This design comes from an exercise in tuning for small area and a short achievable clock period on the open sky130 flow, not from production work.
In this exercise RTL edits were held to simulation tests only and were not proved equivalent to the original.

run A:
## ALU
module ALU (
    input clk, en,
    input [7:0] a, b,
    input [3:0] s,
    output reg [15:0] y,
    output reg carry,
    output zero
);
For scale: about 710 cells after synthesis, about 38 flip-flops, roughly 5100 sq um of cells after synthesis.
export LEC_CHECK = 0
export CAP_MARGIN = 20
export CORE_MARGIN = 2
export CORE_UTILIZATION = 55
export SLEW_MARGIN = 20
create_clock -name core_clock -period 30.0 [get_ports {clk}]
standard.sh (not shown) runs the stock make flow with config.mk's settings and CLKGATE_MAP_FILE= SYNTH_SCRIPT=/design/flow/synth_recipe.tcl, a recipe that flattens the netlist after the stock synthesis.
==> flow/flow/run.sh <==
#!/bin/bash
# Layout flow: the standard flow (standard.sh) with these changes:
#  - synthesis leaves adders to ABC: no full/half-adder cell extraction
#    (ADDER_MAP_FILE empty) and no Kogge-Stone carry lookahead map
#    (SYNTH_OPERATIONS_ARGS replaces the -extra-map default);
#  - ABC maps the design with an area-oriented script (flow/abc_area.script),
#    except the zero-flag detector (KEEP_MODULES), which stays a module
#    through synthesis and gets a delay-oriented one (flow/abc_speed.script);
#    flow/prep.py edits a copy of synth.tcl for this, and synth_recipe.tcl
#    still flattens the result;
#  - timing repair aims at a setup slack of 22.65 ns, so that it sizes and
#    buffers the critical paths (the constraints themselves are unchanged);
#  - clock tree synthesis runs with ORFS's own arguments plus
#    -dont_use_dummy_load (no extra load cells on the clock tree);
#  - ports are buffered with buf_2 cells rather than the buffer cell that
#    buffer_ports picks by itself.
set -euo pipefail
here=$(pwd)
rm -rf "$here/scripts"
cp -r "$FLOW_HOME/scripts" "$here/scripts"
cp "$here/flow/abc_speed.script" "$here/scripts/abc_speed_mod.script"
cp "$here/flow/abc_area.script" "$here/scripts/abc_area_mod.script"
python3 "$here/flow/prep.py" "$here/scripts/synth.tcl" > "$here/prep.log" 2>&1
export KEEP_MODULES="alu_zdet"
bash standard.sh SCRIPTS_DIR="$here/scripts" \
  ADDER_MAP_FILE= SYNTH_OPERATIONS_ARGS=-nofsm \
  "BUFFER_PORTS_ARGS=-buffer_cell sky130_fd_sc_hd__buf_2" \
  "CTS_ARGS=-sink_clustering_enable -repair_clock_nets -dont_use_dummy_load" \
  SETUP_SLACK_MARGIN=22.65 finish > "$here/flow_make.log" 2>&1
==> flow/flow/abc_area.script <==
strash
&get -n
&dch -f
&nf -R 1000
&put
topo
Other scripts of this flow, unchanged in this note and not shown: flow/flow/abc_speed.script, flow/flow/prep.py
Run A completed every stage of the flow, and the final layout passed the timing, design-rule and antenna checks.
Inputs modified between run A and run B:
diff --git a/flow/flow/run.sh b/flow/flow/run.sh
--- a/flow/flow/run.sh
+++ b/flow/flow/run.sh
@@ -10,3 +10,3 @@
 #    still flattens the result;
-#  - timing repair aims at a setup slack of 22.65 ns, so that it sizes and
+#  - timing repair aims at a setup slack of 22.55 ns, so that it sizes and
 #    buffers the critical paths (the constraints themselves are unchanged);
@@ -28,2 +28,2 @@
   "CTS_ARGS=-sink_clustering_enable -repair_clock_nets -dont_use_dummy_load" \
-  SETUP_SLACK_MARGIN=22.65 finish > "$here/flow_make.log" 2>&1
+  SETUP_SLACK_MARGIN=22.55 finish > "$here/flow_make.log" 2>&1
==> flow/flow/abc_area.script <==
strash
dc2
dch
amap
topo
==> comparison <==
Between run B and run A, the cell area is higher for run A.
Relative to run A, the data arrival time at the worst-slack endpoint of run B is higher by 190 ps.
Compared run B vs run A, and final routed wire length divided by cell count is up in run B.
Taking run A as the reference, in run B worst path setup slack after routing went down 230 ps; non-clock buffer count in the final layout went up 1; via count went up 805; worst stage delay on the critical path went up 80 ps; area overhead of the layout relative to synthesis went up 7.0 points.
The clock tree cell share of total cell area on run A is in line with that on run B.
Changes in run C relative to run B:
diff --git a/flow/flow/run.sh b/flow/flow/run.sh
--- a/flow/flow/run.sh
+++ b/flow/flow/run.sh
@@ -10,6 +10,4 @@
 #    still flattens the result;
-#  - timing repair aims at a setup slack of 22.55 ns, so that it sizes and
+#  - timing repair aims at a setup slack of 22.8 ns, so that it sizes and
 #    buffers the critical paths (the constraints themselves are unchanged);
-#  - clock tree synthesis runs with ORFS's own arguments plus
-#    -dont_use_dummy_load (no extra load cells on the clock tree);
 #  - ports are buffered with buf_2 cells rather than the buffer cell that
@@ -27,3 +25,2 @@
   "BUFFER_PORTS_ARGS=-buffer_cell sky130_fd_sc_hd__buf_2" \
-  "CTS_ARGS=-sink_clustering_enable -repair_clock_nets -dont_use_dummy_load" \
-  SETUP_SLACK_MARGIN=22.55 finish > "$here/flow_make.log" 2>&1
+  SETUP_SLACK_MARGIN=22.8 finish > "$here/flow_make.log" 2>&1
==> flow/flow/abc_area.script <==
strash
&get -n
&dch -f
&nf -R 1000
&put
topo
### Flow results
Summary: with run B as the reference, total wirelength of the detailed-routed design in run C moved down by more than 10%. Going from run B to run C, final critical delay including setup and external delays now smaller, synthesis-to-finish area growth shrank by 2.6 points, utilization decreased 2.1 points, worst-case setup slack after placement higher, critical path depth lower. Run C ended with less count of non-CTS inverters in the layout than run B.
The following lists how run D was set up differently from run C:
- changing CORE_UTILIZATION from 55 to 62
diff --git a/flow/flow/run.sh b/flow/flow/run.sh
--- a/flow/flow/run.sh
+++ b/flow/flow/run.sh
@@ -10,3 +10,3 @@
 #    still flattens the result;
-#  - timing repair aims at a setup slack of 22.8 ns, so that it sizes and
+#  - timing repair aims at a setup slack of 22.5 ns, so that it sizes and
 #    buffers the critical paths (the constraints themselves are unchanged);
@@ -25,2 +25,2 @@
   "BUFFER_PORTS_ARGS=-buffer_cell sky130_fd_sc_hd__buf_2" \
-  SETUP_SLACK_MARGIN=22.8 finish > "$here/flow_make.log" 2>&1
+  SETUP_SLACK_MARGIN=22.5 finish > "$here/flow_make.log" 2>&1
## What came out
On register area, run D tracks run C almost exactly.
Run C -> run D: vertical extent of the die decreased by a few percent
sky130_fd_sc_hd__a222oi_1 as the worst-path cell with the longest stage delay was reported by run D, and sky130_fd_sc_hd__a221oi_1 by run C.
Reported for run C and run D, quantity of I/O buffers inserted on ports turned out identical to the last digit.
In the final reports, the cell area of run D is smaller than that of run C.
Higher detailed-route wire length on metal 1 was reported by run C, not run D.
Relative to run D, the following input files were edited for run E:
- changing CORE_UTILIZATION from 62 to 55
diff --git a/flow/flow/run.sh b/flow/flow/run.sh
--- a/flow/flow/run.sh
+++ b/flow/flow/run.sh
@@ -10,4 +10,6 @@
 #    still flattens the result;
-#  - timing repair aims at a setup slack of 22.5 ns, so that it sizes and
+#  - timing repair aims at a setup slack of 22.65 ns, so that it sizes and
 #    buffers the critical paths (the constraints themselves are unchanged);
+#  - clock tree synthesis runs with ORFS's own arguments plus
+#    -dont_use_dummy_load (no extra load cells on the clock tree);
 #  - ports are buffered with buf_2 cells rather than the buffer cell that
@@ -25,2 +27,3 @@
   "BUFFER_PORTS_ARGS=-buffer_cell sky130_fd_sc_hd__buf_2" \
-  SETUP_SLACK_MARGIN=22.5 finish > "$here/flow_make.log" 2>&1
+  "CTS_ARGS=-sink_clustering_enable -repair_clock_nets -dont_use_dummy_load" \
+  SETUP_SLACK_MARGIN=22.65 finish > "$here/flow_make.log" 2>&1
==> flow/flow/abc_area.script <==
strash
dch
amap
topo
[summary]
The most common cell after layout, fill and taps aside comes out sky130_fd_sc_hd__nand2_1 in one run and sky130_fd_sc_hd__nor2_1 in the other, namely in run D and run E respectively.
Against run D as the reference, run E delivers a higher area enclosed by the die boundary.
Compared with run D, in run E average cell area after synthesis -18%; buffering overhead has increased; routed wire length picked up an extra 17%.

## afterwards: timing with drivers on the ports
No port has a modelled driver above. Below, the same layouts with a new extraction and two added sets of constraints.
Step 1 assumes that a clkbuf_16 drives the clock port and a buf_2 every other input.
Step 2 adds t to the input delays and takes it off the output delays; t is the mean of the earliest and latest rising clock arrival at the registers after step 1. Input paths then give back, and output paths get back, about the clock's delay inside the block.
Slacks: ideal ports / drivers / drivers and shift; pairs: ideal ports / drivers.
run	t (ns)	setup slack, ns	hold WS [ns]	worst slew at a driven data input, ns	pins driven straight from the clock port
run A	0.325	22.740 / 22.743 / 22.419	0.645 / 0.645 / 0.645	0.04	1
run B	0.320	22.509 / 22.504 / 22.184	0.682 / 0.682 / 0.682	0.06	1
run C	0.331	22.869 / 22.845 / 22.515	0.647 / 0.647 / 0.647	0.17	1
run D	0.331	22.554 / 22.566 / 22.235	0.649 / 0.649 / 0.649	0.04	1
run E	0.327	22.678 / 22.686 / 22.359	0.569 / 0.569 / 0.569	0.06	1
After both steps setup and hold are still met in every run listed. The setup slack of run C, which loses most, moves by -0.024 ns with the drivers and by -0.354 ns with both steps.
